This design comes from an exercise in tuning for small area, a short achievable clock period and few clock cycles on the open sky130 flow, not from production work.
At most, simulation tests tie the RTL to the original design; equivalence was not proved.
No activity file was given, so power comes from the tool's default toggle rates.

lane 1:
Design rs_cudu_v2, start of the top module:
module rs_cudu_v2(
	input clock, reset,
	input sqrt_start, input [19:0] data_in,
	output sqrt_done, output [9:0] data_out
);
Size in the first run: roughly 220 cells after synthesis, roughly 27 flip-flops, roughly 34 I/O pins, about 1800 um^2 of cells after synthesis.
clock: 5.0 ns
lec_check: 0
cap_margin: 20
core_margin: 2
core_utilization: 40
setup_slack_margin: 3.1
slew_margin: 20
standard.sh (not shown) runs the stock make flow with config.mk's settings and CLKGATE_MAP_FILE= SYNTH_SCRIPT=/design/flow/synth_recipe.tcl, a recipe that flattens the netlist after the stock synthesis.
==> flow/flow/run.sh <==
#!/bin/bash
# The standard layout, with plain buf_1 cells as the port buffers.
set -euo pipefail
export BUFFER_PORTS_ARGS="-buffer_cell sky130_fd_sc_hd__buf_1"
bash standard.sh > make_finish.log 2>&1
Testbench counts of lane 1, summed over its fixed seeds: cycles 32,008.
For lane 2, these inputs were changed with respect to lane 1:
- changing SETUP_SLACK_MARGIN from 3.1 to 2.8
Results
Lane 2: done, clean on timing, DRC and antenna. Delta (lane 2 minus lane 1): total grt overflow roughly the same; setup clock skew after layout level; synthesis-to-layout area growth down 3.6 points; sequential fraction of total cell area rose 0.59 points. Re shortest clock period the worst path allows after layout: lane 2 and lane 1 aren't equal, and the higher value belongs to lane 1. For the sequential cell area, lane 2 came in about 1% lower than lane 1 did. Changes observed in lane 2 relative to lane 1: sequential power did not really move; total routed wirelength went up. Summary of lane 2 over lane 1: final instance count without filler cells has decreased, placed cell area moved down.

---

Another version of the RTL of rs_cudu_v2 (not shown whole).
Size: about 190 cells after synthesis, ~34 I/O pins, about 1700 um2 of cells after synthesis.
export LEC_CHECK = 0
export CAP_MARGIN = 20
export CORE_MARGIN = 2
export CORE_UTILIZATION = 40
export SETUP_SLACK_MARGIN = 2.8
export SLEW_MARGIN = 20
create_clock -name core_clock -period 5.0 [get_ports {clock}]
Scripts as last shown in full above: flow/flow/run.sh
The starting point finished with timing, DRC and antenna clean.
Testbench counts at the start, summed over its fixed seeds: cycles 32,008.
Then changed:
Settings changed: ABC_AREA set to 1, SETUP_SLACK_MARGIN 2.8 to 2.6.
Worst setup slack loses 0.048 ns.
Clock-buffer cell count rose by 1.
Design area rises by 4.4%.
Power went up by 5.2%.
Global-route usage increases by 1.2 points.
Via count goes up by 12%.
Clock skew grows by 0.0035 ns.
Wire length went up by 11%.
Utilization came out lower by 1.3 points.
Then changed:
Settings changed: ABC_AREA 1 to unset, ABC_CLOCK_PERIOD_IN_PS set to 2000, SETUP_SLACK_MARGIN 2.6 to 2.8.
Outcome: Routed wire length falls by 10%. Die area came out lower by about 6%. Setup slack gains 0.048 ns. Power went down by about 5%. Combinational power drops by 6.5%.
Then changed:
Settings changed: ABC_AREA set to 1, ABC_CLOCK_PERIOD_IN_PS 2000 to unset.
What happened:
- register-to-register slack is better by 0.10 ns
- clock-buffer cell count came out higher by 1
- routed wire length goes up by 11%
- cell area is higher by 4.5%
- clock skew climbs by 0.0035 ns
- total power went up by 5.3%
- global-route usage increases by 1.2 points
- worst hold slack gains 0.011 ns
- core utilization shrinks by 1.2 points
Then changed:
Settings changed: ABC_AREA 1 to unset, SETUP_SLACK_MARGIN 2.8 to 3.0.
Result: Routed wire length decreases by 3.8%; clock skew barely changes; die area shrinks by 5.7%; via count is lower by 7.4%.

---

== run 1 ==
The RTL this note starts from:
==> flow/design.v <==
module rs_cudu_v2(
	input clock, reset,
	input sqrt_start, input [19:0] data_in,
	output sqrt_done, output [9:0] data_out
);
reg [2:0] cnt;		 
reg [9:0] q;		 
reg [10:0] r;		 
reg [1:0] pr;		 
assign sqrt_done = (cnt == 3'd7);
assign data_out = q;
function [6:0] seed;
	input [5:0] d;
	case (d)
		6'd0: seed = {3'd0, 4'd0};
		6'd1: seed = {3'd1, 4'd0};
		6'd2: seed = {3'd1, 4'd1};
		6'd3: seed = {3'd1, 4'd2};
		6'd4: seed = {3'd2, 4'd0};
		6'd5: seed = {3'd2, 4'd1};
		6'd6: seed = {3'd2, 4'd2};
		6'd7: seed = {3'd2, 4'd3};
		6'd8: seed = {3'd2, 4'd4};
		6'd9: seed = {3'd3, 4'd0};
		6'd10: seed = {3'd3, 4'd1};
		6'd11: seed = {3'd3, 4'd2};
		6'd12: seed = {3'd3, 4'd3};
		6'd13: seed = {3'd3, 4'd4};
		6'd14: seed = {3'd3, 4'd5};
		6'd15: seed = {3'd3, 4'd6};
		6'd16: seed = {3'd4, 4'd0};
		6'd17: seed = {3'd4, 4'd1};
		6'd18: seed = {3'd4, 4'd2};
		6'd19: seed = {3'd4, 4'd3};
		6'd20: seed = {3'd4, 4'd4};
		6'd21: seed = {3'd4, 4'd5};
		6'd22: seed = {3'd4, 4'd6};
		6'd23: seed = {3'd4, 4'd7};
		6'd24: seed = {3'd4, 4'd8};
		6'd25: seed = {3'd5, 4'd0};
		6'd26: seed = {3'd5, 4'd1};
		6'd27: seed = {3'd5, 4'd2};
		6'd28: seed = {3'd5, 4'd3};
		6'd29: seed = {3'd5, 4'd4};
		6'd30: seed = {3'd5, 4'd5};
		6'd31: seed = {3'd5, 4'd6};
		6'd32: seed = {3'd5, 4'd7};
		6'd33: seed = {3'd5, 4'd8};
		6'd34: seed = {3'd5, 4'd9};
		6'd35: seed = {3'd5, 4'd10};
		6'd36: seed = {3'd6, 4'd0};
		6'd37: seed = {3'd6, 4'd1};
		6'd38: seed = {3'd6, 4'd2};
		6'd39: seed = {3'd6, 4'd3};
		6'd40: seed = {3'd6, 4'd4};
		6'd41: seed = {3'd6, 4'd5};
		6'd42: seed = {3'd6, 4'd6};
		6'd43: seed = {3'd6, 4'd7};
		6'd44: seed = {3'd6, 4'd8};
		6'd45: seed = {3'd6, 4'd9};
		6'd46: seed = {3'd6, 4'd10};
		6'd47: seed = {3'd6, 4'd11};
		6'd48: seed = {3'd6, 4'd12};
		6'd49: seed = {3'd7, 4'd0};
		6'd50: seed = {3'd7, 4'd1};
		6'd51: seed = {3'd7, 4'd2};
		6'd52: seed = {3'd7, 4'd3};
		6'd53: seed = {3'd7, 4'd4};
		6'd54: seed = {3'd7, 4'd5};
		6'd55: seed = {3'd7, 4'd6};
		6'd56: seed = {3'd7, 4'd7};
		6'd57: seed = {3'd7, 4'd8};
		6'd58: seed = {3'd7, 4'd9};
		6'd59: seed = {3'd7, 4'd10};
		6'd60: seed = {3'd7, 4'd11};
		6'd61: seed = {3'd7, 4'd12};
		6'd62: seed = {3'd7, 4'd13};
		6'd63: seed = {3'd7, 4'd14};
	endcase
endfunction
wire [2:0] q0;
wire [3:0] r0;
assign {q0, r0} = seed(data_in[19:14]);
wire neg = r[10];
wire [9:0] hi = r[9:0] + ({1'b0, q[8:0]} ^ {10{~neg}}) + {9'd0, |pr};
wire [11:0] sum = {hi, pr - 2'd1};
always @(posedge clock, posedge reset)
	if (reset) cnt <= 3'd0;
	else if (sqrt_start) cnt <= 3'd1;
	else if (cnt == 3'd7) cnt <= 3'd0;
	else if (cnt != 3'd0) cnt <= cnt + 3'd1;
always @(posedge clock) begin
	if (sqrt_start) begin
		q <= {7'd0, q0};
		r <= {7'd0, r0};
	end else begin
		if (cnt != 3'd0) q <= {q[8:0], ~sum[11]};
		r <= sum[10:0];
	end
	case (cnt)
		3'd0: pr <= data_in[13:12];
		3'd1: pr <= data_in[11:10];
		3'd2: pr <= data_in[9:8];
		3'd3: pr <= data_in[7:6];
		3'd4: pr <= data_in[5:4];
		3'd5: pr <= data_in[3:2];
		default: pr <= data_in[1:0];
	endcase
end
endmodule
==> flow/config.mk <==
export PLATFORM = sky130hd
export DESIGN_NAME = rs_cudu_v2
export DESIGN_NICKNAME = rs_cudu_v2
export VERILOG_FILES = /design/flow/design.v
export SDC_FILE = /design/flow/constraint.sdc
export NUM_CORES = 4
export LEC_CHECK = 0
export CAP_MARGIN = 20
export CORE_MARGIN = 2
export CORE_UTILIZATION = 40
export SLEW_MARGIN = 20
==> flow/constraint.sdc <==
create_clock -name core_clock -period 5.0 [get_ports {clock}]
set_input_delay 1.0000 -clock core_clock [delete_from_list [all_inputs] [get_ports {clock}]]
set_output_delay 1.0000 -clock core_clock [all_outputs]
set_load 0.01 [all_outputs]
run.sh (not shown) runs the stock make flow with config.mk's settings and CLKGATE_MAP_FILE= SYNTH_SCRIPT=/design/flow/synth_recipe.tcl, a recipe that flattens the netlist after the stock synthesis.
Stock flow here: none of the scripts above is used.
The following lists how run 2 was set up differently from run 1:
- SETUP_SLACK_MARGIN now 2.5, previously not set
--- outcome ---
Wire: run 2 routes more than run 1
On total power, run 1 tracks run 2 almost exactly.
Run 2 against run 1: final cell count picked up an extra 0.34%, worst reg-to-reg setup slack rose by 0.40 ns.
Count of clock-buffer cells in the layout across run 1 and run 2: no real change.
Compared with run 1, the router placed fewer vias in run 2.
Compared with run 1, run 2 shows utilization higher by 0.51 points.
Area: run 2 vs run 1 -> run 2 larger
diff inputs: run 2 => run 3
- a change of SETUP_SLACK_MARGIN from 2.5 to 3.0
### Flow results
Run 3: done, clean on timing, DRC and antenna. Between run 3 and run 2, the difference in power attributed to sequential cells is negligible. Going from run 2 to run 3, number of clock-tree buffers in the layout held steady; maximum frequency held steady; insertion delay to the later sink of the worst-skew pair held steady. On run 3: power is about 17% higher than what run 2 gave.
#### Input delta (run 4 over run 3)
- setting ABC_CLOCK_PERIOD_IN_PS to 2000 for the first time
- changing SETUP_SLACK_MARGIN from 3.0 to 2.5
## What came out
- Run 4 vs run 3: final weighted congestion of routability-driven global placement down by a few percent
- Run 4 vs run 3 — number of cells in the finished layout apart from fillers dropped about 4%.
- Run 4: cell area after layout is about 10% lower than what run 3 reported.
No run of this note included a check of the RTL's function; only the layout flow was run.

re-timing with driven ports:
How much do the figures lean on ideal ports? The routed layouts below were timed once more, with nothing changed but the port constraints. Step 1: set_driving_cell puts a clkbuf_16 on clock and a buf_2 on each other input, an assumption about the parent block. Step 2 also shifts input and output timing later by t, the mid clock arrival at the registers, as if the neighbouring blocks saw the same clock. a / b / c = no drivers / after step 1 / after step 2; a / b = the first two.
| run | shift t [ns] | slack for setup (ns) | worst data-port slew with drivers (ns) | cell pins on the clock port's net |
|---|---|---|---|---|
| lane 1 | 0.300 | 2.834 / 2.834 / 2.828 | 0.03 | 1 |
| lane 2 | 0.302 | 2.857 / 2.857 / 2.572 | 0.03 | 1 |
| the first run of note 2 | 0.299 | 2.913 / 2.914 / 2.615 | 0.03 | 1 |
| the second run of note 2 | 0.287 | 2.865 / 2.865 / 2.843 | 0.03 | 1 |
| the third run of note 2 | 0.299 | 2.913 / 2.914 / 2.615 | 0.03 | 1 |
| the fourth run of note 2 | 0.287 | 3.021 / 3.021 / 2.843 | 0.03 | 1 |
| the fifth run of note 2 | 0.300 | 2.990 / 2.990 / 2.721 | 0.03 | 1 |
| run 1 | 0.297 | 1.996 / 1.996 / 1.996 | 0.03 | 1 |
| run 2 | 0.291 | 2.398 / 2.398 / 2.373 | 0.04 | 1 |
| run 3 | 0.300 | 2.396 / 2.396 / 2.396 | 0.04 | 1 |
| run 4 | 0.291 | 2.398 / 2.398 / 2.373 | 0.04 | 1 |
After both steps setup and hold are still met in every run listed.
